From an optimization exercise on the open Yosys and OpenROAD flow, aimed at small area, a short achievable clock period and few clock cycles per item; shortcuts taken in it are not production practice. In this exercise RTL edits were held to simulation tests only and were not proved equivalent to the original.

<file path="flow/design.v">
module xtea_sx(input [31:0] b, output [31:0] s);
assign s[0] = b[5];
assign s[1] = b[6];
assign s[2] = b[7];
assign s[3] = b[8];
assign s[4] = b[0] ^ b[9];
assign s[5] = b[1] ^ b[10];
assign s[6] = b[2] ^ b[11];
assign s[7] = b[3] ^ b[12];
assign s[8] = b[4] ^ b[13];
assign s[9] = b[5] ^ b[14];
assign s[10] = b[6] ^ b[15];
assign s[11] = b[7] ^ b[16];
assign s[12] = b[8] ^ b[17];
assign s[13] = b[9] ^ b[18];
assign s[14] = b[10] ^ b[19];
assign s[15] = b[11] ^ b[20];
assign s[16] = b[12] ^ b[21];
assign s[17] = b[13] ^ b[22];
assign s[18] = b[14] ^ b[23];
assign s[19] = b[15] ^ b[24];
assign s[20] = b[16] ^ b[25];
assign s[21] = b[17] ^ b[26];
assign s[22] = b[18] ^ b[27];
assign s[23] = b[19] ^ b[28];
assign s[24] = b[20] ^ b[29];
assign s[25] = b[21] ^ b[30];
assign s[26] = b[22] ^ b[31];
assign s[27] = b[23];
assign s[28] = b[24];
assign s[29] = b[25];
assign s[30] = b[26];
assign s[31] = b[27];
endmodule
module xtea_pg1(input [31:0] s, b, input gfa, gfb, output [30:0] g, p, output p31);
assign g = s[30:0] & b[30:0] & {{15{gfb}}, {16{gfa}}};
assign p = s[30:0] ^ b[30:0];
assign p31 = s[31] ^ b[31];
endmodule
module xtea_e(input [31:0] a, k, input [30:0] p, input p31, go, output [31:0] e);
wire [31:0] hg = ({p31, p} ^ k) & {32{go}};
assign e = a ^ hg;
endmodule
module xtea_pg2(input [30:0] c, input [31:0] e, a, input cin, output [30:0] gn, pn, output p31);
assign pn[0] = ~e[0];
assign gn[0] = ~((a[0] & ~e[0]) | (e[0] & cin));
assign pn[1] = ~(e[1] ^ c[0]);
assign gn[1] = ~(a[1] & pn[1]);
assign pn[2] = e[2] ^ c[1];
assign gn[2] = ~(a[2] & pn[2]);
assign pn[3] = e[3] ^ c[2];
assign gn[3] = ~(a[3] & pn[3]);
assign pn[4] = ~(e[4] ^ c[3]);
assign gn[4] = ~(a[4] & pn[4]);
assign pn[5] = e[5] ^ c[4];
assign gn[5] = ~(a[5] & pn[5]);
assign pn[6] = ~(e[6] ^ c[5]);
assign gn[6] = ~(a[6] & pn[6]);
assign pn[7] = e[7] ^ c[6];
assign gn[7] = ~(a[7] & pn[7]);
assign pn[8] = e[8] ^ c[7];
assign gn[8] = ~(a[8] & pn[8]);
assign pn[9] = e[9] ^ c[8];
assign gn[9] = ~(a[9] & pn[9]);
assign pn[10] = ~(e[10] ^ c[9]);
assign gn[10] = ~(a[10] & pn[10]);
assign pn[11] = e[11] ^ c[10];
assign gn[11] = ~(a[11] & pn[11]);
assign pn[12] = e[12] ^ c[11];
assign gn[12] = ~(a[12] & pn[12]);
assign pn[13] = e[13] ^ c[12];
assign gn[13] = ~(a[13] & pn[13]);
assign pn[14] = ~(e[14] ^ c[13]);
assign gn[14] = ~(a[14] & pn[14]);
assign pn[15] = e[15] ^ c[14];
assign gn[15] = ~(a[15] & pn[15]);
assign pn[16] = ~(e[16] ^ c[15]);
assign gn[16] = ~(a[16] & pn[16]);
assign pn[17] = e[17] ^ c[16];
assign gn[17] = ~(a[17] & pn[17]);
assign pn[18] = ~(e[18] ^ c[17]);
assign gn[18] = ~(a[18] & pn[18]);
assign pn[19] = e[19] ^ c[18];
assign gn[19] = ~(a[19] & pn[19]);
assign pn[20] = e[20] ^ c[19];
assign gn[20] = ~(a[20] & pn[20]);
assign pn[21] = e[21] ^ c[20];
assign gn[21] = ~(a[21] & pn[21]);
assign pn[22] = ~(e[22] ^ c[21]);
assign gn[22] = ~(a[22] & pn[22]);
assign pn[23] = e[23] ^ c[22];
assign gn[23] = ~(a[23] & pn[23]);
assign pn[24] = ~(e[24] ^ c[23]);
assign gn[24] = ~(a[24] & pn[24]);
assign pn[25] = e[25] ^ c[24];
assign gn[25] = ~(a[25] & pn[25]);
assign pn[26] = ~(e[26] ^ c[25]);
assign gn[26] = ~(a[26] & pn[26]);
assign pn[27] = e[27] ^ c[26];
assign gn[27] = ~(a[27] & pn[27]);
assign pn[28] = e[28] ^ c[27];
assign gn[28] = ~(a[28] & pn[28]);
assign pn[29] = e[29] ^ c[28];
assign gn[29] = ~(a[29] & pn[29]);
assign pn[30] = ~(e[30] ^ c[29]);
assign gn[30] = ~(a[30] & pn[30]);
assign p31 = ~(e[31] ^ c[30]);
endmodule
module xtea_q(input [30:0] pn, input p31, input [31:0] d, input busy, output [31:0] q);
assign q[0] = busy ? ~pn[0] : d[0];
assign q[1] = busy ? ~pn[1] : d[1];
assign q[2] = busy ? ~pn[2] : d[2];
assign q[3] = busy ? ~pn[3] : d[3];
assign q[4] = busy ? ~pn[4] : d[4];
assign q[5] = busy ? ~pn[5] : d[5];
assign q[6] = busy ? ~pn[6] : d[6];
assign q[7] = busy ? ~pn[7] : d[7];
assign q[8] = busy ? ~pn[8] : d[8];
assign q[9] = busy ? ~pn[9] : d[9];
assign q[10] = busy ? ~pn[10] : d[10];
assign q[11] = busy ? ~pn[11] : d[11];
assign q[12] = busy ? ~pn[12] : d[12];
assign q[13] = busy ? ~pn[13] : d[13];
assign q[14] = busy ? ~pn[14] : d[14];
assign q[15] = busy ? ~pn[15] : d[15];
assign q[16] = busy ? ~pn[16] : d[16];
assign q[17] = busy ? ~pn[17] : d[17];
assign q[18] = busy ? ~pn[18] : d[18];
assign q[19] = busy ? ~pn[19] : d[19];
assign q[20] = busy ? ~pn[20] : d[20];
assign q[21] = busy ? ~pn[21] : d[21];
assign q[22] = busy ? ~pn[22] : d[22];
assign q[23] = busy ? ~pn[23] : d[23];
assign q[24] = busy ? ~pn[24] : d[24];
assign q[25] = busy ? ~pn[25] : d[25];
assign q[26] = busy ? ~pn[26] : d[26];
assign q[27] = busy ? ~pn[27] : d[27];
assign q[28] = busy ? ~pn[28] : d[28];
assign q[29] = busy ? ~pn[29] : d[29];
assign q[30] = busy ? ~pn[30] : d[30];
assign q[31] = busy ? p31 : d[31];
endmodule
module xtea_sum(input [31:0] q, input [30:0] C, input cin, output [31:0] n);
assign n[0] = q[0] ^ cin;
assign n[1] = ~(q[1] ^ C[0]);
assign n[2] = q[2] ^ C[1];
assign n[3] = q[3] ^ C[2];
assign n[4] = ~(q[4] ^ C[3]);
assign n[5] = q[5] ^ C[4];
assign n[6] = ~(q[6] ^ C[5]);
assign n[7] = q[7] ^ C[6];
assign n[8] = q[8] ^ C[7];
assign n[9] = q[9] ^ C[8];
assign n[10] = ~(q[10] ^ C[9]);
assign n[11] = q[11] ^ C[10];
assign n[12] = q[12] ^ C[11];
assign n[13] = q[13] ^ C[12];
assign n[14] = ~(q[14] ^ C[13]);
assign n[15] = q[15] ^ C[14];
assign n[16] = ~(q[16] ^ C[15]);
assign n[17] = q[17] ^ C[16];
assign n[18] = ~(q[18] ^ C[17]);
assign n[19] = q[19] ^ C[18];
assign n[20] = q[20] ^ C[19];
assign n[21] = q[21] ^ C[20];
assign n[22] = ~(q[22] ^ C[21]);
assign n[23] = q[23] ^ C[22];
assign n[24] = ~(q[24] ^ C[23]);
assign n[25] = q[25] ^ C[24];
assign n[26] = ~(q[26] ^ C[25]);
assign n[27] = q[27] ^ C[26];
assign n[28] = q[28] ^ C[27];
assign n[29] = q[29] ^ C[28];
assign n[30] = ~(q[30] ^ C[29]);
assign n[31] = q[31] ^ C[30];
endmodule
module xtea_step(input [31:0] a, b, k, d, input go, gfa, gfb, cin, busy, output [31:0] n);
wire [31:0] s, e, q;
wire [30:0] g1, p1, c, g2n, p2n, C;
wire p31, f31;
xtea_sx  SX  (.b(b), .s(s));
xtea_pg1 PG1 (.s(s), .b(b), .gfa(gfa), .gfb(gfb), .g(g1), .p(p1), .p31(f31));
xtea_pfx_bk_p0 PF (.g(g1), .p(p1), .G(c));
xtea_e   E   (.a(a), .k(k), .p(p1), .p31(f31), .go(go), .e(e));
xtea_pg2 PG2 (.c(c), .e(e), .a(a), .cin(cin), .gn(g2n), .pn(p2n), .p31(p31));
xtea_pfx_bk_p1 PS (.g(g2n), .p(p2n), .G(C));
xtea_q   Q   (.pn(p2n), .p31(p31), .d(d), .busy(busy), .q(q));
xtea_sum SUM (.q(q), .C(C), .cin(cin), .n(n));
endmodule
module xtea_add(input [31:0] x, y, input inv, output [31:0] r);
wire [31:0] h = x ^ y ^ {32{inv}};
wire [30:0] g = x[30:0] & y[30:0];
wire [30:0] p = x[30:0] ^ y[30:0];
wire [30:0] G;
xtea_pfx_bk_p0 PF (.g(g), .p(p), .G(G));
assign r[0] = h[0];
assign r[1] = h[1] ^ G[0];
assign r[2] = ~(h[2] ^ G[1]);
assign r[3] = ~(h[3] ^ G[2]);
assign r[4] = h[4] ^ G[3];
assign r[5] = ~(h[5] ^ G[4]);
assign r[6] = h[6] ^ G[5];
assign r[7] = ~(h[7] ^ G[6]);
assign r[8] = ~(h[8] ^ G[7]);
assign r[9] = ~(h[9] ^ G[8]);
assign r[10] = h[10] ^ G[9];
assign r[11] = ~(h[11] ^ G[10]);
assign r[12] = ~(h[12] ^ G[11]);
assign r[13] = ~(h[13] ^ G[12]);
assign r[14] = h[14] ^ G[13];
assign r[15] = ~(h[15] ^ G[14]);
assign r[16] = h[16] ^ G[15];
assign r[17] = ~(h[17] ^ G[16]);
assign r[18] = h[18] ^ G[17];
assign r[19] = ~(h[19] ^ G[18]);
assign r[20] = ~(h[20] ^ G[19]);
assign r[21] = ~(h[21] ^ G[20]);
assign r[22] = h[22] ^ G[21];
assign r[23] = ~(h[23] ^ G[22]);
assign r[24] = h[24] ^ G[23];
assign r[25] = ~(h[25] ^ G[24]);
assign r[26] = h[26] ^ G[25];
assign r[27] = ~(h[27] ^ G[26]);
assign r[28] = ~(h[28] ^ G[27]);
assign r[29] = ~(h[29] ^ G[28]);
assign r[30] = h[30] ^ G[29];
assign r[31] = ~(h[31] ^ G[30]);
endmodule
module xtea_sadd(input [31:0] x, input dec, output [31:0] r);
wire [31:0] y = dec ? 32'h61C88647 : 32'h9E3779B9;
wire [31:0] h = x ^ y;
wire [30:0] g = x[30:0] & y[30:0];
wire [30:0] p = x[30:0] ^ y[30:0];
wire [30:0] G;
xtea_pfx_bk_p0 PF (.g(g), .p(p), .G(G));
assign r[0] = h[0];
assign r[1] = h[1] ^ G[0];
assign r[2] = ~(h[2] ^ G[1]);
assign r[3] = ~(h[3] ^ G[2]);
assign r[4] = h[4] ^ G[3];
assign r[5] = ~(h[5] ^ G[4]);
assign r[6] = h[6] ^ G[5];
assign r[7] = ~(h[7] ^ G[6]);
assign r[8] = ~(h[8] ^ G[7]);
assign r[9] = ~(h[9] ^ G[8]);
assign r[10] = h[10] ^ G[9];
assign r[11] = ~(h[11] ^ G[10]);
assign r[12] = ~(h[12] ^ G[11]);
assign r[13] = ~(h[13] ^ G[12]);
assign r[14] = h[14] ^ G[13];
assign r[15] = ~(h[15] ^ G[14]);
assign r[16] = h[16] ^ G[15];
assign r[17] = ~(h[17] ^ G[16]);
assign r[18] = h[18] ^ G[17];
assign r[19] = ~(h[19] ^ G[18]);
assign r[20] = ~(h[20] ^ G[19]);
assign r[21] = ~(h[21] ^ G[20]);
assign r[22] = h[22] ^ G[21];
assign r[23] = ~(h[23] ^ G[22]);
assign r[24] = h[24] ^ G[23];
assign r[25] = ~(h[25] ^ G[24]);
assign r[26] = h[26] ^ G[25];
assign r[27] = ~(h[27] ^ G[26]);
assign r[28] = ~(h[28] ^ G[27]);
assign r[29] = ~(h[29] ^ G[28]);
assign r[30] = h[30] ^ G[29];
assign r[31] = ~(h[31] ^ G[30]);
endmodule
module xtea_top(
    input clock, reset, cfg, start,
    input[127:0] data_i, key,
    output busy, ready,
    output[127:0] data_o
);
localparam [31:0] DELTA = 32'h9E3779B9;
reg        busy_r, ready_r;
reg        dec;
reg        go;       
reg        gf0a, gf0b, gf1a, gf1b;
reg [6:0]  cnt;
reg [31:0] a0, b0, a1, b1;
reg [127:0] k;
reg [31:0] s;        
reg [31:0] skr;      
reg [3:0]  ksel;     
always @(posedge clock, posedge reset)
begin
    if(reset) begin
        busy_r  <= 1'b0;
        ready_r <= 1'b0;
        go      <= 1'b0;
        gf0a    <= 1'b0;
        gf0b    <= 1'b0;
        gf1a    <= 1'b0;
        gf1b    <= 1'b0;
    end
    else begin
        busy_r  <= busy_r ? !ready_r : start;
        ready_r <= busy_r && !ready_r && (cnt == 7'd64);
        go      <= busy_r ? !ready_r && !(!dec && cnt == 7'd63) : start && cfg;
        gf0a    <= busy_r ? !ready_r && !(!dec && cnt == 7'd63) && !cnt[6] : start && cfg;
        gf0b    <= busy_r ? !ready_r && !(!dec && cnt == 7'd63) && cnt != 7'd64 : start && cfg;
        gf1a    <= busy_r ? !(!dec && cnt == 7'd63) && !cnt[6] : start && cfg;
        gf1b    <= busy_r ? !(!dec && cnt == 7'd63) && cnt[6:1] != 6'd32 : start && cfg;
    end
end
assign busy  = busy_r;
assign ready = ready_r;
wire cin = dec & go;
wire [31:0] kx = (k[ 31: 0] & {32{ksel[0]}}) | (k[ 63:32] & {32{ksel[1]}}) |
                 (k[ 95:64] & {32{ksel[2]}}) | (k[127:96] & {32{ksel[3]}});
wire [31:0] sk_next;
xtea_add SKA (.x(s), .y(kx), .inv(dec), .r(sk_next));
wire        s_upd = cnt[0] ^ dec;
wire [31:0] s_add;
xtea_sadd SDA (.x(s), .dec(dec), .r(s_add));
wire [31:0] s_nx = s_upd ? s_add : s;
wire [1:0]  idx_next = cnt[0] ? s_nx[12:11] : s_nx[1:0];
wire [31:0] n0, n1;
xtea_step STEP0 (.a(a0), .b(b0), .k(skr), .d(data_i[ 63:32]), .go(go), .gfa(gf0a), .gfb(gf0b), .cin(cin), .busy(busy_r), .n(n0));
xtea_step STEP1 (.a(a1), .b(b1), .k(skr), .d(data_i[127:96]), .go(go), .gfa(gf1a), .gfb(gf1b), .cin(cin), .busy(busy_r), .n(n1));
always @(posedge clock)
begin
    b0 <= n0;
    b1 <= n1;
    if(!busy_r) begin
        a0   <= data_i[ 31: 0];
        a1   <= data_i[ 95:64];
        k    <= key;
        dec  <= !cfg;
        cnt  <= 7'd0;
        s    <= cfg ? DELTA : 32'hC6EF3720;
        skr  <= key[31:0];
        ksel <= cfg ? 4'b1000 : 4'b0100;
    end
    else begin
        a0   <= b0;
        a1   <= b1;
        cnt  <= cnt + 7'd1;
        skr  <= sk_next;
        s    <= s_nx;
        ksel <= 4'b0001 << idx_next;
    end
end
assign data_o = {a1, b1, a0, b0};
endmodule
module xtea_pfx_bk_p0_l1(
    input gh_1,
    input ph_1,
    input gl_1,
    output go_1,
    input gh_3,
    input ph_3,
    input gl_3,
    input pl_3,
    output go_3,
    output po_3,
    input gh_5,
    input ph_5,
    input gl_5,
    input pl_5,
    output go_5,
    output po_5,
    input gh_7,
    input ph_7,
    input gl_7,
    input pl_7,
    output go_7,
    output po_7,
    input gh_9,
    input ph_9,
    input gl_9,
    input pl_9,
    output go_9,
    output po_9,
    input gh_11,
    input ph_11,
    input gl_11,
    input pl_11,
    output go_11,
    output po_11,
    input gh_13,
    input ph_13,
    input gl_13,
    input pl_13,
    output go_13,
    output po_13,
    input gh_15,
    input ph_15,
    input gl_15,
    input pl_15,
    output go_15,
    output po_15,
    input gh_17,
    input ph_17,
    input gl_17,
    input pl_17,
    output go_17,
    output po_17,
    input gh_19,
    input ph_19,
    input gl_19,
    input pl_19,
    output go_19,
    output po_19,
    input gh_21,
    input ph_21,
    input gl_21,
    input pl_21,
    output go_21,
    output po_21,
    input gh_23,
    input ph_23,
    input gl_23,
    input pl_23,
    output go_23,
    output po_23,
    input gh_25,
    input ph_25,
    input gl_25,
    input pl_25,
    output go_25,
    output po_25,
    input gh_27,
    input ph_27,
    input gl_27,
    input pl_27,
    output go_27,
    output po_27,
    input gh_29,
    input ph_29,
    input gl_29,
    input pl_29,
    output go_29,
    output po_29
);
assign go_1 = ~(gh_1 | (ph_1 & gl_1));
assign go_3 = ~(gh_3 | (ph_3 & gl_3));
assign po_3 = ~(ph_3 & pl_3);
assign go_5 = ~(gh_5 | (ph_5 & gl_5));
assign po_5 = ~(ph_5 & pl_5);
assign go_7 = ~(gh_7 | (ph_7 & gl_7));
assign po_7 = ~(ph_7 & pl_7);
assign go_9 = ~(gh_9 | (ph_9 & gl_9));
assign po_9 = ~(ph_9 & pl_9);
assign go_11 = ~(gh_11 | (ph_11 & gl_11));
assign po_11 = ~(ph_11 & pl_11);
assign go_13 = ~(gh_13 | (ph_13 & gl_13));
assign po_13 = ~(ph_13 & pl_13);
assign go_15 = ~(gh_15 | (ph_15 & gl_15));
assign po_15 = ~(ph_15 & pl_15);
assign go_17 = ~(gh_17 | (ph_17 & gl_17));
assign po_17 = ~(ph_17 & pl_17);
assign go_19 = ~(gh_19 | (ph_19 & gl_19));
assign po_19 = ~(ph_19 & pl_19);
assign go_21 = ~(gh_21 | (ph_21 & gl_21));
assign po_21 = ~(ph_21 & pl_21);
assign go_23 = ~(gh_23 | (ph_23 & gl_23));
assign po_23 = ~(ph_23 & pl_23);
assign go_25 = ~(gh_25 | (ph_25 & gl_25));
assign po_25 = ~(ph_25 & pl_25);
assign go_27 = ~(gh_27 | (ph_27 & gl_27));
assign po_27 = ~(ph_27 & pl_27);
assign go_29 = ~(gh_29 | (ph_29 & gl_29));
assign po_29 = ~(ph_29 & pl_29);
endmodule
module xtea_pfx_bk_p0_l2(
    input gh_3,
    input ph_3,
    input gl_3,
    output go_3,
    input gh_7,
    input ph_7,
    input gl_7,
    input pl_7,
    output go_7,
    output po_7,
    input gh_11,
    input ph_11,
    input gl_11,
    input pl_11,
    output go_11,
    output po_11,
    input gh_15,
    input ph_15,
    input gl_15,
    input pl_15,
    output go_15,
    output po_15,
    input gh_19,
    input ph_19,
    input gl_19,
    input pl_19,
    output go_19,
    output po_19,
    input gh_23,
    input ph_23,
    input gl_23,
    input pl_23,
    output go_23,
    output po_23,
    input gh_27,
    input ph_27,
    input gl_27,
    input pl_27,
    output go_27,
    output po_27
);
assign go_3 = (~gh_3 | (~ph_3 & ~gl_3));
assign go_7 = (~gh_7 | (~ph_7 & ~gl_7));
assign po_7 = (~ph_7 & ~pl_7);
assign go_11 = (~gh_11 | (~ph_11 & ~gl_11));
assign po_11 = (~ph_11 & ~pl_11);
assign go_15 = (~gh_15 | (~ph_15 & ~gl_15));
assign po_15 = (~ph_15 & ~pl_15);
assign go_19 = (~gh_19 | (~ph_19 & ~gl_19));
assign po_19 = (~ph_19 & ~pl_19);
assign go_23 = (~gh_23 | (~ph_23 & ~gl_23));
assign po_23 = (~ph_23 & ~pl_23);
assign go_27 = (~gh_27 | (~ph_27 & ~gl_27));
assign po_27 = (~ph_27 & ~pl_27);
endmodule
module xtea_pfx_bk_p0_l3(
    input gh_7,
    input ph_7,
    input gl_7,
    output go_7,
    input gh_15,
    input ph_15,
    input gl_15,
    input pl_15,
    output go_15,
    output po_15,
    input gh_23,
    input ph_23,
    input gl_23,
    input pl_23,
    output go_23,
    output po_23
);
assign go_7 = ~(gh_7 | (ph_7 & gl_7));
assign go_15 = ~(gh_15 | (ph_15 & gl_15));
assign po_15 = ~(ph_15 & pl_15);
assign go_23 = ~(gh_23 | (ph_23 & gl_23));
assign po_23 = ~(ph_23 & pl_23);
endmodule
module xtea_pfx_bk_p0_l4(
    input gh_15,
    input ph_15,
    input gl_15,
    output go_15
);
assign go_15 = (~gh_15 | (~ph_15 & ~gl_15));
endmodule
module xtea_pfx_bk_p0_l5(
    input gh_23,
    input ph_23,
    input gl_23,
    output go_23
);
assign go_23 = (~gh_23 | (~ph_23 & gl_23));
endmodule
module xtea_pfx_bk_p0_l6(
    input gh_11,
    input ph_11,
    input gl_11,
    output go_11,
    input gh_19,
    input ph_19,
    input gl_19,
    output go_19,
    input gh_27,
    input ph_27,
    input gl_27,
    output go_27
);
assign go_11 = ~(gh_11 | (ph_11 & ~gl_11));
assign go_19 = ~(gh_19 | (ph_19 & gl_19));
assign go_27 = ~(gh_27 | (ph_27 & gl_27));
endmodule
module xtea_pfx_bk_p0_l7(
    input gh_5,
    input ph_5,
    input gl_5,
    output go_5,
    input gh_9,
    input ph_9,
    input gl_9,
    output go_9,
    input gh_13,
    input ph_13,
    input gl_13,
    output go_13,
    input gh_17,
    input ph_17,
    input gl_17,
    output go_17,
    input gh_21,
    input ph_21,
    input gl_21,
    output go_21,
    input gh_25,
    input ph_25,
    input gl_25,
    output go_25,
    input gh_29,
    input ph_29,
    input gl_29,
    output go_29
);
assign go_5 = (~gh_5 | (~ph_5 & gl_5));
assign go_9 = (~gh_9 | (~ph_9 & ~gl_9));
assign go_13 = (~gh_13 | (~ph_13 & ~gl_13));
assign go_17 = (~gh_17 | (~ph_17 & gl_17));
assign go_21 = (~gh_21 | (~ph_21 & ~gl_21));
assign go_25 = (~gh_25 | (~ph_25 & gl_25));
assign go_29 = (~gh_29 | (~ph_29 & ~gl_29));
endmodule
module xtea_pfx_bk_p0_l8(
    input gh_2,
    input ph_2,
    input gl_2,
    output go_2,
    input gh_4,
    input ph_4,
    input gl_4,
    output go_4,
    input gh_6,
    input ph_6,
    input gl_6,
    output go_6,
    input gh_8,
    input ph_8,
    input gl_8,
    output go_8,
    input gh_10,
    input ph_10,
    input gl_10,
    output go_10,
    input gh_12,
    input ph_12,
    input gl_12,
    output go_12,
    input gh_14,
    input ph_14,
    input gl_14,
    output go_14,
    input gh_16,
    input ph_16,
    input gl_16,
    output go_16,
    input gh_18,
    input ph_18,
    input gl_18,
    output go_18,
    input gh_20,
    input ph_20,
    input gl_20,
    output go_20,
    input gh_22,
    input ph_22,
    input gl_22,
    output go_22,
    input gh_24,
    input ph_24,
    input gl_24,
    output go_24,
    input gh_26,
    input ph_26,
    input gl_26,
    output go_26,
    input gh_28,
    input ph_28,
    input gl_28,
    output go_28,
    input gh_30,
    input ph_30,
    input gl_30,
    output go_30
);
assign go_2 = ~(gh_2 | (ph_2 & ~gl_2));
assign go_4 = ~(gh_4 | (ph_4 & gl_4));
assign go_6 = ~(gh_6 | (ph_6 & gl_6));
assign go_8 = ~(gh_8 | (ph_8 & ~gl_8));
assign go_10 = ~(gh_10 | (ph_10 & gl_10));
assign go_12 = ~(gh_12 | (ph_12 & ~gl_12));
assign go_14 = ~(gh_14 | (ph_14 & gl_14));
assign go_16 = ~(gh_16 | (ph_16 & gl_16));
assign go_18 = ~(gh_18 | (ph_18 & gl_18));
assign go_20 = ~(gh_20 | (ph_20 & ~gl_20));
assign go_22 = ~(gh_22 | (ph_22 & gl_22));
assign go_24 = ~(gh_24 | (ph_24 & gl_24));
assign go_26 = ~(gh_26 | (ph_26 & gl_26));
assign go_28 = ~(gh_28 | (ph_28 & ~gl_28));
assign go_30 = ~(gh_30 | (ph_30 & gl_30));
endmodule
module xtea_pfx_bk_p0(input [30:0] g, p, output [30:0] G);
wire G1_1, G1_3, G1_5, G1_7, G1_9, G1_11, G1_13, G1_15, G1_17, G1_19, G1_21, G1_23, G1_25, G1_27, G1_29, P1_3, P1_5, P1_7, P1_9, P1_11, P1_13, P1_15, P1_17, P1_19, P1_21, P1_23, P1_25, P1_27, P1_29, G2_3, G2_7, G2_11, G2_15, G2_19, G2_23, G2_27, P2_7, P2_11, P2_15, P2_19, P2_23, P2_27, G3_7, G3_15, G3_23, P3_15, P3_23, G4_15, G5_23, G6_11, G6_19, G6_27, G7_5, G7_9, G7_13, G7_17, G7_21, G7_25, G7_29, G8_2, G8_4, G8_6, G8_8, G8_10, G8_12, G8_14, G8_16, G8_18, G8_20, G8_22, G8_24, G8_26, G8_28, G8_30;
xtea_pfx_bk_p0_l1 L1 (.gh_1(g[1]), .ph_1(p[1]), .gl_1(g[0]), .go_1(G1_1), .gh_3(g[3]), .ph_3(p[3]), .gl_3(g[2]), .pl_3(p[2]), .go_3(G1_3), .po_3(P1_3), .gh_5(g[5]), .ph_5(p[5]), .gl_5(g[4]), .pl_5(p[4]), .go_5(G1_5), .po_5(P1_5), .gh_7(g[7]), .ph_7(p[7]), .gl_7(g[6]), .pl_7(p[6]), .go_7(G1_7), .po_7(P1_7), .gh_9(g[9]), .ph_9(p[9]), .gl_9(g[8]), .pl_9(p[8]), .go_9(G1_9), .po_9(P1_9), .gh_11(g[11]), .ph_11(p[11]), .gl_11(g[10]), .pl_11(p[10]), .go_11(G1_11), .po_11(P1_11), .gh_13(g[13]), .ph_13(p[13]), .gl_13(g[12]), .pl_13(p[12]), .go_13(G1_13), .po_13(P1_13), .gh_15(g[15]), .ph_15(p[15]), .gl_15(g[14]), .pl_15(p[14]), .go_15(G1_15), .po_15(P1_15), .gh_17(g[17]), .ph_17(p[17]), .gl_17(g[16]), .pl_17(p[16]), .go_17(G1_17), .po_17(P1_17), .gh_19(g[19]), .ph_19(p[19]), .gl_19(g[18]), .pl_19(p[18]), .go_19(G1_19), .po_19(P1_19), .gh_21(g[21]), .ph_21(p[21]), .gl_21(g[20]), .pl_21(p[20]), .go_21(G1_21), .po_21(P1_21), .gh_23(g[23]), .ph_23(p[23]), .gl_23(g[22]), .pl_23(p[22]), .go_23(G1_23), .po_23(P1_23), .gh_25(g[25]), .ph_25(p[25]), .gl_25(g[24]), .pl_25(p[24]), .go_25(G1_25), .po_25(P1_25), .gh_27(g[27]), .ph_27(p[27]), .gl_27(g[26]), .pl_27(p[26]), .go_27(G1_27), .po_27(P1_27), .gh_29(g[29]), .ph_29(p[29]), .gl_29(g[28]), .pl_29(p[28]), .go_29(G1_29), .po_29(P1_29));
xtea_pfx_bk_p0_l2 L2 (.gh_3(G1_3), .ph_3(P1_3), .gl_3(G1_1), .go_3(G2_3), .gh_7(G1_7), .ph_7(P1_7), .gl_7(G1_5), .pl_7(P1_5), .go_7(G2_7), .po_7(P2_7), .gh_11(G1_11), .ph_11(P1_11), .gl_11(G1_9), .pl_11(P1_9), .go_11(G2_11), .po_11(P2_11), .gh_15(G1_15), .ph_15(P1_15), .gl_15(G1_13), .pl_15(P1_13), .go_15(G2_15), .po_15(P2_15), .gh_19(G1_19), .ph_19(P1_19), .gl_19(G1_17), .pl_19(P1_17), .go_19(G2_19), .po_19(P2_19), .gh_23(G1_23), .ph_23(P1_23), .gl_23(G1_21), .pl_23(P1_21), .go_23(G2_23), .po_23(P2_23), .gh_27(G1_27), .ph_27(P1_27), .gl_27(G1_25), .pl_27(P1_25), .go_27(G2_27), .po_27(P2_27));
xtea_pfx_bk_p0_l3 L3 (.gh_7(G2_7), .ph_7(P2_7), .gl_7(G2_3), .go_7(G3_7), .gh_15(G2_15), .ph_15(P2_15), .gl_15(G2_11), .pl_15(P2_11), .go_15(G3_15), .po_15(P3_15), .gh_23(G2_23), .ph_23(P2_23), .gl_23(G2_19), .pl_23(P2_19), .go_23(G3_23), .po_23(P3_23));
xtea_pfx_bk_p0_l4 L4 (.gh_15(G3_15), .ph_15(P3_15), .gl_15(G3_7), .go_15(G4_15));
xtea_pfx_bk_p0_l5 L5 (.gh_23(G3_23), .ph_23(P3_23), .gl_23(G4_15), .go_23(G5_23));
xtea_pfx_bk_p0_l6 L6 (.gh_11(G2_11), .ph_11(P2_11), .gl_11(G3_7), .go_11(G6_11), .gh_19(G2_19), .ph_19(P2_19), .gl_19(G4_15), .go_19(G6_19), .gh_27(G2_27), .ph_27(P2_27), .gl_27(G5_23), .go_27(G6_27));
xtea_pfx_bk_p0_l7 L7 (.gh_5(G1_5), .ph_5(P1_5), .gl_5(G2_3), .go_5(G7_5), .gh_9(G1_9), .ph_9(P1_9), .gl_9(G3_7), .go_9(G7_9), .gh_13(G1_13), .ph_13(P1_13), .gl_13(G6_11), .go_13(G7_13), .gh_17(G1_17), .ph_17(P1_17), .gl_17(G4_15), .go_17(G7_17), .gh_21(G1_21), .ph_21(P1_21), .gl_21(G6_19), .go_21(G7_21), .gh_25(G1_25), .ph_25(P1_25), .gl_25(G5_23), .go_25(G7_25), .gh_29(G1_29), .ph_29(P1_29), .gl_29(G6_27), .go_29(G7_29));
xtea_pfx_bk_p0_l8 L8 (.gh_2(g[2]), .ph_2(p[2]), .gl_2(G1_1), .go_2(G8_2), .gh_4(g[4]), .ph_4(p[4]), .gl_4(G2_3), .go_4(G8_4), .gh_6(g[6]), .ph_6(p[6]), .gl_6(G7_5), .go_6(G8_6), .gh_8(g[8]), .ph_8(p[8]), .gl_8(G3_7), .go_8(G8_8), .gh_10(g[10]), .ph_10(p[10]), .gl_10(G7_9), .go_10(G8_10), .gh_12(g[12]), .ph_12(p[12]), .gl_12(G6_11), .go_12(G8_12), .gh_14(g[14]), .ph_14(p[14]), .gl_14(G7_13), .go_14(G8_14), .gh_16(g[16]), .ph_16(p[16]), .gl_16(G4_15), .go_16(G8_16), .gh_18(g[18]), .ph_18(p[18]), .gl_18(G7_17), .go_18(G8_18), .gh_20(g[20]), .ph_20(p[20]), .gl_20(G6_19), .go_20(G8_20), .gh_22(g[22]), .ph_22(p[22]), .gl_22(G7_21), .go_22(G8_22), .gh_24(g[24]), .ph_24(p[24]), .gl_24(G5_23), .go_24(G8_24), .gh_26(g[26]), .ph_26(p[26]), .gl_26(G7_25), .go_26(G8_26), .gh_28(g[28]), .ph_28(p[28]), .gl_28(G6_27), .go_28(G8_28), .gh_30(g[30]), .ph_30(p[30]), .gl_30(G7_29), .go_30(G8_30));
assign G[0] = g[0];
assign G[1] = G1_1;
assign G[2] = G8_2;
assign G[3] = G2_3;
assign G[4] = G8_4;
assign G[5] = G7_5;
assign G[6] = G8_6;
assign G[7] = G3_7;
assign G[8] = G8_8;
assign G[9] = G7_9;
assign G[10] = G8_10;
assign G[11] = G6_11;
assign G[12] = G8_12;
assign G[13] = G7_13;
assign G[14] = G8_14;
assign G[15] = G4_15;
assign G[16] = G8_16;
assign G[17] = G7_17;
assign G[18] = G8_18;
assign G[19] = G6_19;
assign G[20] = G8_20;
assign G[21] = G7_21;
assign G[22] = G8_22;
assign G[23] = G5_23;
assign G[24] = G8_24;
assign G[25] = G7_25;
assign G[26] = G8_26;
assign G[27] = G6_27;
assign G[28] = G8_28;
assign G[29] = G7_29;
assign G[30] = G8_30;
endmodule
module xtea_pfx_bk_p1_l1(
    input gh_1,
    input ph_1,
    input gl_1,
    output go_1,
    input gh_3,
    input ph_3,
    input gl_3,
    input pl_3,
    output go_3,
    output po_3,
    input gh_5,
    input ph_5,
    input gl_5,
    input pl_5,
    output go_5,
    output po_5,
    input gh_7,
    input ph_7,
    input gl_7,
    input pl_7,
    output go_7,
    output po_7,
    input gh_9,
    input ph_9,
    input gl_9,
    input pl_9,
    output go_9,
    output po_9,
    input gh_11,
    input ph_11,
    input gl_11,
    input pl_11,
    output go_11,
    output po_11,
    input gh_13,
    input ph_13,
    input gl_13,
    input pl_13,
    output go_13,
    output po_13,
    input gh_15,
    input ph_15,
    input gl_15,
    input pl_15,
    output go_15,
    output po_15,
    input gh_17,
    input ph_17,
    input gl_17,
    input pl_17,
    output go_17,
    output po_17,
    input gh_19,
    input ph_19,
    input gl_19,
    input pl_19,
    output go_19,
    output po_19,
    input gh_21,
    input ph_21,
    input gl_21,
    input pl_21,
    output go_21,
    output po_21,
    input gh_23,
    input ph_23,
    input gl_23,
    input pl_23,
    output go_23,
    output po_23,
    input gh_25,
    input ph_25,
    input gl_25,
    input pl_25,
    output go_25,
    output po_25,
    input gh_27,
    input ph_27,
    input gl_27,
    input pl_27,
    output go_27,
    output po_27,
    input gh_29,
    input ph_29,
    input gl_29,
    input pl_29,
    output go_29,
    output po_29
);
assign go_1 = (~gh_1 | (~ph_1 & ~gl_1));
assign go_3 = (~gh_3 | (~ph_3 & ~gl_3));
assign po_3 = (~ph_3 & ~pl_3);
assign go_5 = (~gh_5 | (~ph_5 & ~gl_5));
assign po_5 = (~ph_5 & ~pl_5);
assign go_7 = (~gh_7 | (~ph_7 & ~gl_7));
assign po_7 = (~ph_7 & ~pl_7);
assign go_9 = (~gh_9 | (~ph_9 & ~gl_9));
assign po_9 = (~ph_9 & ~pl_9);
assign go_11 = (~gh_11 | (~ph_11 & ~gl_11));
assign po_11 = (~ph_11 & ~pl_11);
assign go_13 = (~gh_13 | (~ph_13 & ~gl_13));
assign po_13 = (~ph_13 & ~pl_13);
assign go_15 = (~gh_15 | (~ph_15 & ~gl_15));
assign po_15 = (~ph_15 & ~pl_15);
assign go_17 = (~gh_17 | (~ph_17 & ~gl_17));
assign po_17 = (~ph_17 & ~pl_17);
assign go_19 = (~gh_19 | (~ph_19 & ~gl_19));
assign po_19 = (~ph_19 & ~pl_19);
assign go_21 = (~gh_21 | (~ph_21 & ~gl_21));
assign po_21 = (~ph_21 & ~pl_21);
assign go_23 = (~gh_23 | (~ph_23 & ~gl_23));
assign po_23 = (~ph_23 & ~pl_23);
assign go_25 = (~gh_25 | (~ph_25 & ~gl_25));
assign po_25 = (~ph_25 & ~pl_25);
assign go_27 = (~gh_27 | (~ph_27 & ~gl_27));
assign po_27 = (~ph_27 & ~pl_27);
assign go_29 = (~gh_29 | (~ph_29 & ~gl_29));
assign po_29 = (~ph_29 & ~pl_29);
endmodule
module xtea_pfx_bk_p1_l2(
    input gh_3,
    input ph_3,
    input gl_3,
    output go_3,
    input gh_7,
    input ph_7,
    input gl_7,
    input pl_7,
    output go_7,
    output po_7,
    input gh_11,
    input ph_11,
    input gl_11,
    input pl_11,
    output go_11,
    output po_11,
    input gh_15,
    input ph_15,
    input gl_15,
    input pl_15,
    output go_15,
    output po_15,
    input gh_19,
    input ph_19,
    input gl_19,
    input pl_19,
    output go_19,
    output po_19,
    input gh_23,
    input ph_23,
    input gl_23,
    input pl_23,
    output go_23,
    output po_23,
    input gh_27,
    input ph_27,
    input gl_27,
    input pl_27,
    output go_27,
    output po_27
);
assign go_3 = ~(gh_3 | (ph_3 & gl_3));
assign go_7 = ~(gh_7 | (ph_7 & gl_7));
assign po_7 = ~(ph_7 & pl_7);
assign go_11 = ~(gh_11 | (ph_11 & gl_11));
assign po_11 = ~(ph_11 & pl_11);
assign go_15 = ~(gh_15 | (ph_15 & gl_15));
assign po_15 = ~(ph_15 & pl_15);
assign go_19 = ~(gh_19 | (ph_19 & gl_19));
assign po_19 = ~(ph_19 & pl_19);
assign go_23 = ~(gh_23 | (ph_23 & gl_23));
assign po_23 = ~(ph_23 & pl_23);
assign go_27 = ~(gh_27 | (ph_27 & gl_27));
assign po_27 = ~(ph_27 & pl_27);
endmodule
module xtea_pfx_bk_p1_l3(
    input gh_7,
    input ph_7,
    input gl_7,
    output go_7,
    input gh_15,
    input ph_15,
    input gl_15,
    input pl_15,
    output go_15,
    output po_15,
    input gh_23,
    input ph_23,
    input gl_23,
    input pl_23,
    output go_23,
    output po_23
);
assign go_7 = (~gh_7 | (~ph_7 & ~gl_7));
assign go_15 = (~gh_15 | (~ph_15 & ~gl_15));
assign po_15 = (~ph_15 & ~pl_15);
assign go_23 = (~gh_23 | (~ph_23 & ~gl_23));
assign po_23 = (~ph_23 & ~pl_23);
endmodule
module xtea_pfx_bk_p1_l4(
    input gh_15,
    input ph_15,
    input gl_15,
    output go_15
);
assign go_15 = ~(gh_15 | (ph_15 & gl_15));
endmodule
module xtea_pfx_bk_p1_l5(
    input gh_23,
    input ph_23,
    input gl_23,
    output go_23
);
assign go_23 = ~(gh_23 | (ph_23 & ~gl_23));
endmodule
module xtea_pfx_bk_p1_l6(
    input gh_11,
    input ph_11,
    input gl_11,
    output go_11,
    input gh_19,
    input ph_19,
    input gl_19,
    output go_19,
    input gh_27,
    input ph_27,
    input gl_27,
    output go_27
);
assign go_11 = (~gh_11 | (~ph_11 & gl_11));
assign go_19 = (~gh_19 | (~ph_19 & ~gl_19));
assign go_27 = (~gh_27 | (~ph_27 & ~gl_27));
endmodule
module xtea_pfx_bk_p1_l7(
    input gh_5,
    input ph_5,
    input gl_5,
    output go_5,
    input gh_9,
    input ph_9,
    input gl_9,
    output go_9,
    input gh_13,
    input ph_13,
    input gl_13,
    output go_13,
    input gh_17,
    input ph_17,
    input gl_17,
    output go_17,
    input gh_21,
    input ph_21,
    input gl_21,
    output go_21,
    input gh_25,
    input ph_25,
    input gl_25,
    output go_25,
    input gh_29,
    input ph_29,
    input gl_29,
    output go_29
);
assign go_5 = ~(gh_5 | (ph_5 & ~gl_5));
assign go_9 = ~(gh_9 | (ph_9 & gl_9));
assign go_13 = ~(gh_13 | (ph_13 & gl_13));
assign go_17 = ~(gh_17 | (ph_17 & ~gl_17));
assign go_21 = ~(gh_21 | (ph_21 & gl_21));
assign go_25 = ~(gh_25 | (ph_25 & ~gl_25));
assign go_29 = ~(gh_29 | (ph_29 & gl_29));
endmodule
module xtea_pfx_bk_p1_l8(
    input gh_2,
    input ph_2,
    input gl_2,
    output go_2,
    input gh_4,
    input ph_4,
    input gl_4,
    output go_4,
    input gh_6,
    input ph_6,
    input gl_6,
    output go_6,
    input gh_8,
    input ph_8,
    input gl_8,
    output go_8,
    input gh_10,
    input ph_10,
    input gl_10,
    output go_10,
    input gh_12,
    input ph_12,
    input gl_12,
    output go_12,
    input gh_14,
    input ph_14,
    input gl_14,
    output go_14,
    input gh_16,
    input ph_16,
    input gl_16,
    output go_16,
    input gh_18,
    input ph_18,
    input gl_18,
    output go_18,
    input gh_20,
    input ph_20,
    input gl_20,
    output go_20,
    input gh_22,
    input ph_22,
    input gl_22,
    output go_22,
    input gh_24,
    input ph_24,
    input gl_24,
    output go_24,
    input gh_26,
    input ph_26,
    input gl_26,
    output go_26,
    input gh_28,
    input ph_28,
    input gl_28,
    output go_28,
    input gh_30,
    input ph_30,
    input gl_30,
    output go_30
);
assign go_2 = (~gh_2 | (~ph_2 & gl_2));
assign go_4 = (~gh_4 | (~ph_4 & ~gl_4));
assign go_6 = (~gh_6 | (~ph_6 & ~gl_6));
assign go_8 = (~gh_8 | (~ph_8 & gl_8));
assign go_10 = (~gh_10 | (~ph_10 & ~gl_10));
assign go_12 = (~gh_12 | (~ph_12 & gl_12));
assign go_14 = (~gh_14 | (~ph_14 & ~gl_14));
assign go_16 = (~gh_16 | (~ph_16 & ~gl_16));
assign go_18 = (~gh_18 | (~ph_18 & ~gl_18));
assign go_20 = (~gh_20 | (~ph_20 & gl_20));
assign go_22 = (~gh_22 | (~ph_22 & ~gl_22));
assign go_24 = (~gh_24 | (~ph_24 & ~gl_24));
assign go_26 = (~gh_26 | (~ph_26 & ~gl_26));
assign go_28 = (~gh_28 | (~ph_28 & gl_28));
assign go_30 = (~gh_30 | (~ph_30 & ~gl_30));
endmodule
module xtea_pfx_bk_p1(input [30:0] g, p, output [30:0] G);
wire G1_1, G1_3, G1_5, G1_7, G1_9, G1_11, G1_13, G1_15, G1_17, G1_19, G1_21, G1_23, G1_25, G1_27, G1_29, P1_3, P1_5, P1_7, P1_9, P1_11, P1_13, P1_15, P1_17, P1_19, P1_21, P1_23, P1_25, P1_27, P1_29, G2_3, G2_7, G2_11, G2_15, G2_19, G2_23, G2_27, P2_7, P2_11, P2_15, P2_19, P2_23, P2_27, G3_7, G3_15, G3_23, P3_15, P3_23, G4_15, G5_23, G6_11, G6_19, G6_27, G7_5, G7_9, G7_13, G7_17, G7_21, G7_25, G7_29, G8_2, G8_4, G8_6, G8_8, G8_10, G8_12, G8_14, G8_16, G8_18, G8_20, G8_22, G8_24, G8_26, G8_28, G8_30;
xtea_pfx_bk_p1_l1 L1 (.gh_1(g[1]), .ph_1(p[1]), .gl_1(g[0]), .go_1(G1_1), .gh_3(g[3]), .ph_3(p[3]), .gl_3(g[2]), .pl_3(p[2]), .go_3(G1_3), .po_3(P1_3), .gh_5(g[5]), .ph_5(p[5]), .gl_5(g[4]), .pl_5(p[4]), .go_5(G1_5), .po_5(P1_5), .gh_7(g[7]), .ph_7(p[7]), .gl_7(g[6]), .pl_7(p[6]), .go_7(G1_7), .po_7(P1_7), .gh_9(g[9]), .ph_9(p[9]), .gl_9(g[8]), .pl_9(p[8]), .go_9(G1_9), .po_9(P1_9), .gh_11(g[11]), .ph_11(p[11]), .gl_11(g[10]), .pl_11(p[10]), .go_11(G1_11), .po_11(P1_11), .gh_13(g[13]), .ph_13(p[13]), .gl_13(g[12]), .pl_13(p[12]), .go_13(G1_13), .po_13(P1_13), .gh_15(g[15]), .ph_15(p[15]), .gl_15(g[14]), .pl_15(p[14]), .go_15(G1_15), .po_15(P1_15), .gh_17(g[17]), .ph_17(p[17]), .gl_17(g[16]), .pl_17(p[16]), .go_17(G1_17), .po_17(P1_17), .gh_19(g[19]), .ph_19(p[19]), .gl_19(g[18]), .pl_19(p[18]), .go_19(G1_19), .po_19(P1_19), .gh_21(g[21]), .ph_21(p[21]), .gl_21(g[20]), .pl_21(p[20]), .go_21(G1_21), .po_21(P1_21), .gh_23(g[23]), .ph_23(p[23]), .gl_23(g[22]), .pl_23(p[22]), .go_23(G1_23), .po_23(P1_23), .gh_25(g[25]), .ph_25(p[25]), .gl_25(g[24]), .pl_25(p[24]), .go_25(G1_25), .po_25(P1_25), .gh_27(g[27]), .ph_27(p[27]), .gl_27(g[26]), .pl_27(p[26]), .go_27(G1_27), .po_27(P1_27), .gh_29(g[29]), .ph_29(p[29]), .gl_29(g[28]), .pl_29(p[28]), .go_29(G1_29), .po_29(P1_29));
xtea_pfx_bk_p1_l2 L2 (.gh_3(G1_3), .ph_3(P1_3), .gl_3(G1_1), .go_3(G2_3), .gh_7(G1_7), .ph_7(P1_7), .gl_7(G1_5), .pl_7(P1_5), .go_7(G2_7), .po_7(P2_7), .gh_11(G1_11), .ph_11(P1_11), .gl_11(G1_9), .pl_11(P1_9), .go_11(G2_11), .po_11(P2_11), .gh_15(G1_15), .ph_15(P1_15), .gl_15(G1_13), .pl_15(P1_13), .go_15(G2_15), .po_15(P2_15), .gh_19(G1_19), .ph_19(P1_19), .gl_19(G1_17), .pl_19(P1_17), .go_19(G2_19), .po_19(P2_19), .gh_23(G1_23), .ph_23(P1_23), .gl_23(G1_21), .pl_23(P1_21), .go_23(G2_23), .po_23(P2_23), .gh_27(G1_27), .ph_27(P1_27), .gl_27(G1_25), .pl_27(P1_25), .go_27(G2_27), .po_27(P2_27));
xtea_pfx_bk_p1_l3 L3 (.gh_7(G2_7), .ph_7(P2_7), .gl_7(G2_3), .go_7(G3_7), .gh_15(G2_15), .ph_15(P2_15), .gl_15(G2_11), .pl_15(P2_11), .go_15(G3_15), .po_15(P3_15), .gh_23(G2_23), .ph_23(P2_23), .gl_23(G2_19), .pl_23(P2_19), .go_23(G3_23), .po_23(P3_23));
xtea_pfx_bk_p1_l4 L4 (.gh_15(G3_15), .ph_15(P3_15), .gl_15(G3_7), .go_15(G4_15));
xtea_pfx_bk_p1_l5 L5 (.gh_23(G3_23), .ph_23(P3_23), .gl_23(G4_15), .go_23(G5_23));
xtea_pfx_bk_p1_l6 L6 (.gh_11(G2_11), .ph_11(P2_11), .gl_11(G3_7), .go_11(G6_11), .gh_19(G2_19), .ph_19(P2_19), .gl_19(G4_15), .go_19(G6_19), .gh_27(G2_27), .ph_27(P2_27), .gl_27(G5_23), .go_27(G6_27));
xtea_pfx_bk_p1_l7 L7 (.gh_5(G1_5), .ph_5(P1_5), .gl_5(G2_3), .go_5(G7_5), .gh_9(G1_9), .ph_9(P1_9), .gl_9(G3_7), .go_9(G7_9), .gh_13(G1_13), .ph_13(P1_13), .gl_13(G6_11), .go_13(G7_13), .gh_17(G1_17), .ph_17(P1_17), .gl_17(G4_15), .go_17(G7_17), .gh_21(G1_21), .ph_21(P1_21), .gl_21(G6_19), .go_21(G7_21), .gh_25(G1_25), .ph_25(P1_25), .gl_25(G5_23), .go_25(G7_25), .gh_29(G1_29), .ph_29(P1_29), .gl_29(G6_27), .go_29(G7_29));
xtea_pfx_bk_p1_l8 L8 (.gh_2(g[2]), .ph_2(p[2]), .gl_2(G1_1), .go_2(G8_2), .gh_4(g[4]), .ph_4(p[4]), .gl_4(G2_3), .go_4(G8_4), .gh_6(g[6]), .ph_6(p[6]), .gl_6(G7_5), .go_6(G8_6), .gh_8(g[8]), .ph_8(p[8]), .gl_8(G3_7), .go_8(G8_8), .gh_10(g[10]), .ph_10(p[10]), .gl_10(G7_9), .go_10(G8_10), .gh_12(g[12]), .ph_12(p[12]), .gl_12(G6_11), .go_12(G8_12), .gh_14(g[14]), .ph_14(p[14]), .gl_14(G7_13), .go_14(G8_14), .gh_16(g[16]), .ph_16(p[16]), .gl_16(G4_15), .go_16(G8_16), .gh_18(g[18]), .ph_18(p[18]), .gl_18(G7_17), .go_18(G8_18), .gh_20(g[20]), .ph_20(p[20]), .gl_20(G6_19), .go_20(G8_20), .gh_22(g[22]), .ph_22(p[22]), .gl_22(G7_21), .go_22(G8_22), .gh_24(g[24]), .ph_24(p[24]), .gl_24(G5_23), .go_24(G8_24), .gh_26(g[26]), .ph_26(p[26]), .gl_26(G7_25), .go_26(G8_26), .gh_28(g[28]), .ph_28(p[28]), .gl_28(G6_27), .go_28(G8_28), .gh_30(g[30]), .ph_30(p[30]), .gl_30(G7_29), .go_30(G8_30));
assign G[0] = g[0];
assign G[1] = G1_1;
assign G[2] = G8_2;
assign G[3] = G2_3;
assign G[4] = G8_4;
assign G[5] = G7_5;
assign G[6] = G8_6;
assign G[7] = G3_7;
assign G[8] = G8_8;
assign G[9] = G7_9;
assign G[10] = G8_10;
assign G[11] = G6_11;
assign G[12] = G8_12;
assign G[13] = G7_13;
assign G[14] = G8_14;
assign G[15] = G4_15;
assign G[16] = G8_16;
assign G[17] = G7_17;
assign G[18] = G8_18;
assign G[19] = G6_19;
assign G[20] = G8_20;
assign G[21] = G7_21;
assign G[22] = G8_22;
assign G[23] = G5_23;
assign G[24] = G8_24;
assign G[25] = G7_25;
assign G[26] = G8_26;
assign G[27] = G6_27;
assign G[28] = G8_28;
assign G[29] = G7_29;
assign G[30] = G8_30;
endmodule
</file>
<file path="flow/flow/run.sh">
#!/bin/bash
# Standard layout, except that the port buffers are the smallest buffer and
# timing repair aims well below the clock period, and synthesis maps for a
# light load (timing repair sizes up what needs it).
set -euo pipefail
export BUFFER_PORTS_ARGS="-buffer_cell sky130_fd_sc_hd__buf_1"
bash standard.sh SETUP_SLACK_MARGIN=6.5 ABC_LOAD_IN_FF=1 finish > standard.log 2>&1
</file>
<file path="flow/standard.sh">
#!/bin/bash
# synth_recipe.tcl (not shown) runs the flow's synth.tcl, then flattens the netlist and writes it again
# the make line also repeats each setting of config.mk as NAME=value (left out here)
make -C /OpenROAD-flow-scripts/flow DESIGN_CONFIG=/design/flow/config.mk WORK_HOME=/design/flow/orfs CLKGATE_MAP_FILE= SYNTH_SCRIPT=/design/flow/synth_recipe.tcl "${@:-finish}"
</file>
<file path="flow/config.mk">
export PLATFORM = sky130hd
export DESIGN_NAME = xtea_top
export DESIGN_NICKNAME = xtea_top
export VERILOG_FILES = /design/flow/design.v
export SDC_FILE = /design/flow/constraint.sdc
export NUM_CORES = 4
export LEC_CHECK = 0
export CAP_MARGIN = 20
export CORE_MARGIN = 2
export CORE_UTILIZATION = 60
export CTS_CLUSTER_DIAMETER = 100
export CTS_CLUSTER_SIZE = 30
export SLEW_MARGIN = 20
export SYNTH_HIERARCHICAL = 1
</file>
<file path="flow/constraint.sdc">
create_clock -name core_clock -period 10.0 [get_ports {clock}]
set_input_delay 2.0000 -clock core_clock [delete_from_list [all_inputs] [get_ports {clock}]]
set_output_delay 2.0000 -clock core_clock [all_outputs]
set_load 0.01 [all_outputs]
</file>
==> results.cfg, run 1 <==
[status]
status = complete, no violations

[finish]
fillerInstances = 2866
drive_above_1_share_pct = 20.08
final_area_um2 = 24530
area_growth_pct = 12.52
nNetsFinal = 2875
ff_latch_area_um2 = 8499
multiInputGateArea_um2 = 12050

[yosys]
synth_area_leaders = edfxtp_1, dfxtp_1, xor2_1
async_flop_share_pct = 2.065
yosysUniqueCellTypes = 42
yosys.area_share.simple_pct = 8.098
yosysSeqAreaShare_pct = 38.50
synthAdderAreaFrac_pct = 7.174
synthFlopType = dfxtp_1
synth_nets = 2618
syn_avg_cell_area_um2 = 9.762
yosys_warnings = 7
ys_ff_latch = 339
synth_top_cell_area_share_pct = 21.63
synthMuxAreaShare_pct = 8.426
synth_top_family_by_area = XOR/XNOR gates
yosysTopAreaCell = edfxtp_1
yosys.area_share.xor_xnor_pct = 16.25
synth_compound_area_share_pct = 10.20
syn_inst = 2233
synth-edff-count = 157
syn_area_um2 = 21800

[floorplan]
ios = 390
fp.coreArea_um2 = 35660
fp.dieH_um = 194.6
die_w_um = 194.6
initial_core_util_pct = 61.14
std_cell_rows = 69
die-area_um2 = 37870

[worst_setup_path]
worstSetupPathType = reg -> reg
crit_path_end_kind = flip-flop
critPathSlowestCell = dfxtp_2
cp_common_cell = o21ai_4
cp_max_fo = 5
worstSetupStartpointType = flip-flop
worst_ep_required_time_ns = 10.43
arrival_ns = 4.00
worstPathCellList = xor2_1, ha_1, nand2_1, nor2_2, nand2_2, o21ai_4, inv_2, o21ai_4, inv_1, o21ai_2, a21oi_2, xor2_2, nor2_1, nand2_1, o21ai_4, a21oi_2, buf_4, xnor2_2
critPathMaxStageDelay_ns = 0.40

[global_route]
grt_overflow = 0
grtUsageMet2_pct = 47.60
gr-usage-met3_pct = 3.175
top_usage_layer = met2
grt_pass1_vias = 15137
gr-usage-met1_pct = 36.51
antenna_found_initial = 4
grt_usage_pct = 27.41
grt_max_degree = 144
grt_pass1_wl_um = 81800

[route]
vias_per_cell = 5.428
vias = 16082
first_pass_iters = 5
drt_iter0_drc = 995
routedWlPerCell_um = 18.76
drc = 0
routed_wl_um = 55590
ant_nets = 0

[timing]
worst_pin_slew_ns = 0.9186
grt_setup_unrepaired = yes
post-route-min-period_ns = 3.566
clock_skew_ns = 0.04330
fmax_ghz = 0.2804
slew_viol_final = 0
setup_viol = 0
post-route-period-util_pct = 35.66
finalSetupTns_ns = 0
hold_viol = 0
maxSlewHeadroom_pct = 38.76

[placement]
dpl_cell_area_um2 = 22080
place_congestion = 0.8813
portBuffers = 389
dpl.hpwl_um = 40370

[clock_tree]
clk_latency_ns = 0.57
numCtsBuffers = 16
cts_tree = yes
cts_sinks = 339
htree_num_levels = 1
cts.path.max_buffers = 3
ctsRootBufferMaster = clkbuf_16
cts_hold_buf = 0
clk_pin_slew_worst_paths_ns = 0.11

[min_path]
worstHoldPathType = reg -> reg

[job]
maxCapViolations = 0
what timing repair did:
action	CTS	global route
pin swaps	42	100
gates cloned	0	1
buffers inserted	51	45
endpoints found under the setup margin	64	35
resized for setup	131	182
critical path: cells and delay by family (launching register included):
family                   cells  cell delay, ns
XOR/XNOR                     3            0.47
AO/OA/AOI/OAI                6            1.06
AND/OR/NAND/NOR              5            0.85
flip-flops                   1            0.40
buffers and inverters        3            0.33
adder cells (fa/ha/maj)      1            0.34
registers in the layout, summed over array words and instances (netlist names), 4 cells and up:
name and count:
b1 32, k 128, b0 32, cnt 7, a0 32, ksel 4
skr 32, s 32, a1 32
routing by layer:
| metal | up-vias | routed length, um |
|---|---|---|
| li1 | 7839 | - |
| met1 | 7666 | 24070 |
| met2 | 501 | 27030 |
| met3 | 72 | 3133 |
| met4 | 4 | 1326 |
| met5 | - | 30 |
per-module statistics from Yosys, one instance, submodules excluded, excerpt:
module	cell area [um^2]	cells
xtea_add	1012	99
xtea_pfx_bk_p0_l1	127.6	29
xtea_pfx_bk_p0_l7	46.29	10
xtea_pfx_bk_p0_l8	93.84	20
xtea_pfx_bk_p1	232.7	31
xtea_pfx_bk_p1_l4	5.005	1
xtea_pg1	629.4	65
xtea_sum	280.3	32
Yosys cell counts (all sizes together), types with 2 or more instances:
cell type and instances:
or3 2, nand2 256, xnor2 174, a21oi 180, mux2i 68, mux4 2
and2 66, xor2 226, nor2 63, clkbuf 15, a22oi 64, nor3 2
dfxtp 175, nand3 2, o21ai 140, mux2 98, buf 244, inv 133
edfxtp 157, nor2b 2, o31ai 4, a21o 13, nor4 2, and3 7
dfrtp 7, ha 125
placed cells by master, fill, tap and decap left out, types with 5 or more instances in the layout:
cell,instances
o21ai_0,28
o21ai_1,64
a22oi_2,9
o21ai_4,16
o21ai_2,32
nor2_1,49
nand2_1,248
ha_4,5
and2_0,19
buf_4,90
inv_1,121
and2_1,17
a21oi_4,17
and3_1,7
nor2_2,11
mux2i_1,68
a22oi_1,55
nand2_2,7
clkbuf_1,5
mux2_2,96
xor2_2,20
edfxtp_1,157
ha_1,117
inv_2,11
buf_6,13
a21oi_1,119
xor2_1,204
and2_2,25
clkbuf_16,17
dfxtp_4,19
a21o_1,13
dfxtp_1,134
a21oi_2,44
buf_1,389
dfxtp_2,22
xnor2_1,162
xnor2_2,12
and2_4,5
per-stage QoR:
| step | cells | worst slack [ns] | hold slack [ns] | util (%) |
|---|---|---|---|---|
| final | 2963 | 6.434 | 0.5129 | 68.80 |
| after floorplan | 2233 | 6.474 | 0.4709 | - |
| after detailed placement | 2836 | 5.783 | 0.5019 | 61.92 |
| after CTS | 2915 | 6.452 | 0.5174 | 65.48 |
| after global routing | 2963 | 6.230 | 0.5625 | 68.80 |
| after global placement | 2836 | 5.874 | 0.4902 | 61.92 |
final timing paths:
| kind | from | to | slack [ns] | depth (start not counted) |
|---|---|---|---|---|
| min reg2reg | cnt[5] | cnt[5] | 0.51 | 2 |
| min in group asynchronous | reset | gf1b | 1.31 | 2 |
| max in group asynchronous | reset | go | 8.44 | 2 |
| max reg2reg | b1[15] | b1[30] | 6.43 | 18 |
| max | b1[15] | b1[30] | 6.43 | 18 |
| min | cnt[5] | cnt[5] | 0.51 | 2 |
logic make-up after synthesis:
| group | count (synthesis) |
|---|---|
| AO/OA/AOI/OAI | 403 |
| buffers and inverters | 392 |
| XOR/XNOR | 401 |
| multiplexers | 168 |
| flip-flops | 339 |
| AND/OR/NAND/NOR | 405 |
| adder cells (fa/ha/maj) | 125 |
final cells by class:
class	instances	share of cell area (%)
diodes	2	0.02040
clock buffers	21	1.709
clock inverters	7	0.2754
inverters	133	2.071
multi-input cells	1502	49.13
flip-flops and latches	339	34.65
well taps	461	2.351
repair buffers	498	9.793
Testbench counts, summed over its fixed seeds: cycles 21,440, ops 320.
==> run 2: changes to the inputs <==
==> flow/flow/run.sh (replaced) <==
#!/bin/bash
# Standard layout, except that the port buffers are the smallest buffer and
# timing repair aims well below the clock period.
set -euo pipefail
export BUFFER_PORTS_ARGS="-buffer_cell sky130_fd_sc_hd__buf_1"
bash standard.sh SETUP_SLACK_MARGIN=6.3 finish > standard.log 2>&1
--- a/flow/config.mk
+++ b/flow/config.mk
@@ -9,3 +9,3 @@
 export CORE_MARGIN = 2
-export CORE_UTILIZATION = 60
+export CORE_UTILIZATION = 70
 export CTS_CLUSTER_DIAMETER = 100
==> run 2 against run 1 <==
Still clean on timing, DRC and antenna; utilization grew 6.6 points; maximum frequency fell by 2.0%; wire length decreased by 3.6%; first-iteration DRC count increased by 1.0%; setup slack lost 0.073 ns; final cell count fell by 4.0%; register-to-register slack worse by 0.07 ns; non-clock buffer count down 60.
==> results.cfg, run 2 <==
[status]
status = complete, no violations

[yosys]
synth-edff-count = 157
yosys_warnings = 7
synthAdderAreaFrac_pct = 7.026
yosys.area_share.xor_xnor_pct = 15.91
ys_ff_latch = 339
yosysUniqueCellTypes = 41
synth_common_cells = nand2_1, xor2_1, buf_4
synth_nets = 2618
async_flop_share_pct = 2.065
yosysSeqAreaShare_pct = 37.70
synth_compound_area_share_pct = 12.32
syn_area_um2 = 22260
synth_top_family_by_area = XOR/XNOR gates
syn_avg_cell_area_um2 = 9.969
synthMuxAreaShare_pct = 8.217
yosysTopAreaCell = edfxtp_1
yosys.area_share.simple_pct = 7.773
synth.most_common_cell = nand2_1
synthFlopType = dfxtp_1
syn_inst = 2233
synth_area_leaders = edfxtp_1, dfxtp_1, xor2_1
synth_top_cell_area_share_pct = 21.18

[clock_tree]
clk_latency_ns = 0.54
cts_hold_buf = 0
numCtsBuffers = 16
ctsRootBufferMaster = clkbuf_16
cts_sinks = 339
cts_tree = yes
cts.path.max_buffers = 3
clk_pin_slew_worst_paths_ns = 0.11
htree_num_levels = 1

[finish]
final_area_um2 = 23730
area_growth_pct = 6.610
largest_reg_flops = 128
final_cell_mix = buf_1, nand2_1, xor2_1
final_common_cell = buf_1
nNetsFinal = 2815
top_register = k
drive_above_1_share_pct = 17.46

[global_route]
antenna_found_initial = 3
grt_max_degree = 88
grt_pass1_wl_um = 81000
grt_pass1_vias = 15280
grt_usage_pct = 31.01
grt_overflow = 0

[floorplan]
ios = 390
initial_core_util_pct = 70.73
die-area_um2 = 33240
fp.coreArea_um2 = 31470
std_cell_rows = 65
die_w_um = 182.3
fp.dieH_um = 182.3

[worst_setup_path]
worst_ep_required_time_ns = 10.43
critPathTopFamily = compound AO/OA/AOI/OAI gates
worstSetupPathType = reg -> reg
crit_path_end_kind = flip-flop
cp_max_fo = 5
worstPathCellList = xor2_1, ha_1, nand2_1, nor2_2, nand2_1, o21ai_4, inv_1, o21ai_2, a21oi_1, xor2_1, o21ai_1, a21oi_2, o21ai_1, a21oi_4, o21ai_4, a21oi_2, o21ai_1, xor2_1
worstSetupStartpointType = flip-flop
critPathSlowestCell = dfxtp_4
crit_buf_inv = 1
arrival_ns = 4.07
critPathMaxStageDelay_ns = 0.41

[timing]
setup_viol = 0
hold_viol = 0
grt_setup_unrepaired = yes
worst_pin_slew_ns = 1.059
post-route-period-util_pct = 36.39
fmax_ghz = 0.2748
finalSetupTns_ns = 0
post-route-min-period_ns = 3.639
slew_viol_final = 0
maxSlewHeadroom_pct = 29.43
clock_skew_ns = 0.01925

[route]
first_pass_iters = 5
vias = 15850
drt_iter0_drc = 1005
vias_per_cell = 5.575
ant_nets = 0
drc = 0
routed_wl_um = 53610
routedWlPerCell_um = 18.86

[placement]
dpl_cell_area_um2 = 22360
place_congestion = 0.9043
dpl.hpwl_um = 40030
portBuffers = 389

[min_path]
worstHoldPathType = reg -> reg

[job]
maxCapViolations = 0
-- run 2: cell count changes in the layout (fill, tap and decap cells not counted), sizes merged --
cell      change
bufinv        +2
buf          -59
diode         -1
clkinvlp      +1
inv           +1
clkinv        -4
clkbuf        -1
-- run 2: worst reg2reg max path, cell delays in order, from the launching register on --
cell and delay [ns]:
dfxtp_4 0.41, xor2_1 0.19, ha_1 0.36, nand2_1 0.14, nor2_2 0.19, nand2_1 0.13, o21ai_4 0.28, inv_1 0.09
o21ai_2 0.17, a21oi_1 0.10, xor2_1 0.30, o21ai_1 0.15, a21oi_2 0.19, o21ai_1 0.12, a21oi_4 0.22, o21ai_4 0.09
a21oi_2 0.18, o21ai_1 0.09, xor2_1 0.14
-- run 2: cell families after synthesis --
family          Yosys count
buf+inv                 392
xor+xnor                401
simple gates            405
mux                     168
flops                   339
compound gates          403
fa+ha+maj               125
-- run 2: routing by layer --
metal / vias to the layer above / GRT usage (%) / share of wire, %
li1: 7749 / - / -
met1: 7541 / 42.31 / 44
met2: 491 / 53.65 / 49
met3: 65 / 3.233 / 5.5
met4: 4 / 6.839 / 1.9
met5: - / 0 / 0.045
-- run 2: metrics by stage --
stage                     cells  hold WS [ns]  setup WS, ns  utilization (%)
after floorplan            2233        0.4709         6.360                -
after global placement     2777        0.4941         5.812            71.06
after detailed placement   2777        0.5116         5.639            71.06
after CTS                  2822        0.5457         6.285            73.75
after global routing       2842        0.5536         6.136            75.40
final                      2843        0.5401         6.361            75.40
-- run 2: layout make-up --
cell class              count  area (um^2)
diodes                      1        2.502
fillers                  2337         7741
well taps                 402        503.0
clock buffers              21        440.4
inverters                 133        508.0
flip-flops and latches    339         8457
multi-input cells        1502        11850
repair buffers            438         1859
clock inverters             7        108.9
-- run 2: timing repair --
item                                    CTS  global route
pin swaps                                10            38
endpoints found under the setup margin   43            28
gates resized for setup                  52            88
gates cloned                              0             0
buffers inserted                         17            20
-- run 2: worst paths after layout --
kind                         from     end  slack (ns)  cells past startpoint
max in group asynchronous   reset  busy_r        8.27                      2
max                        b0[14]  b0[31]        6.36                     18
max reg2reg                b0[14]  b0[31]        6.36                     18
min reg2reg                cnt[5]  cnt[5]        0.54                      2
min in group asynchronous   reset    gf0b        1.46                      2
min                        cnt[5]  cnt[5]        0.54                      2
-- run 2: per-module statistics from Yosys (local to each module, per instance), a selection --
module             times used  cells inside
xtea_sum                    2            32
xtea_q                      2            67
xtea_sadd                   1            64
xtea_pg1                    2            65
xtea_pfx_bk_p0_l3           4             5
xtea_pfx_bk_p1_l8           2            20
xtea_pfx_bk_p1              2            31
xtea_pfx_bk_p0_l1           4            29
xtea_pfx_bk_p1_l2           2            13
xtea_pfx_bk_p1_l5           2             2
xtea_pfx_bk_p0_l6           4             4
xtea_pg2                    2            63
xtea_pfx_bk_p0              4            31
xtea_pfx_bk_p0_l7           4            10
xtea_add                    1            99

==> re-timing with driven ports <==
Ports are ideal in the flow. The routed layouts listed here were re-timed in OpenROAD. Step 1, drivers: a clkbuf_16 drives clock and a buf_2 each remaining input, both assumed. Step 2 also shifts input and output timing later by t, the mid clock arrival at the registers, as if the neighbouring blocks saw the same clock. a / b / c = no drivers / after step 1 / after step 2; a / b = the first two.
run	t (ns)	setup WS [ns]	worst setup path after step 2	latest minus earliest clock arrival (ns)
run 1	0.601	6.434 / 6.434 / 6.434	register to register	0.043 / 0.044
run 2	0.580	6.361 / 6.361 / 6.361	register to register	0.021 / 0.022
After both steps every run listed still meets setup and hold.
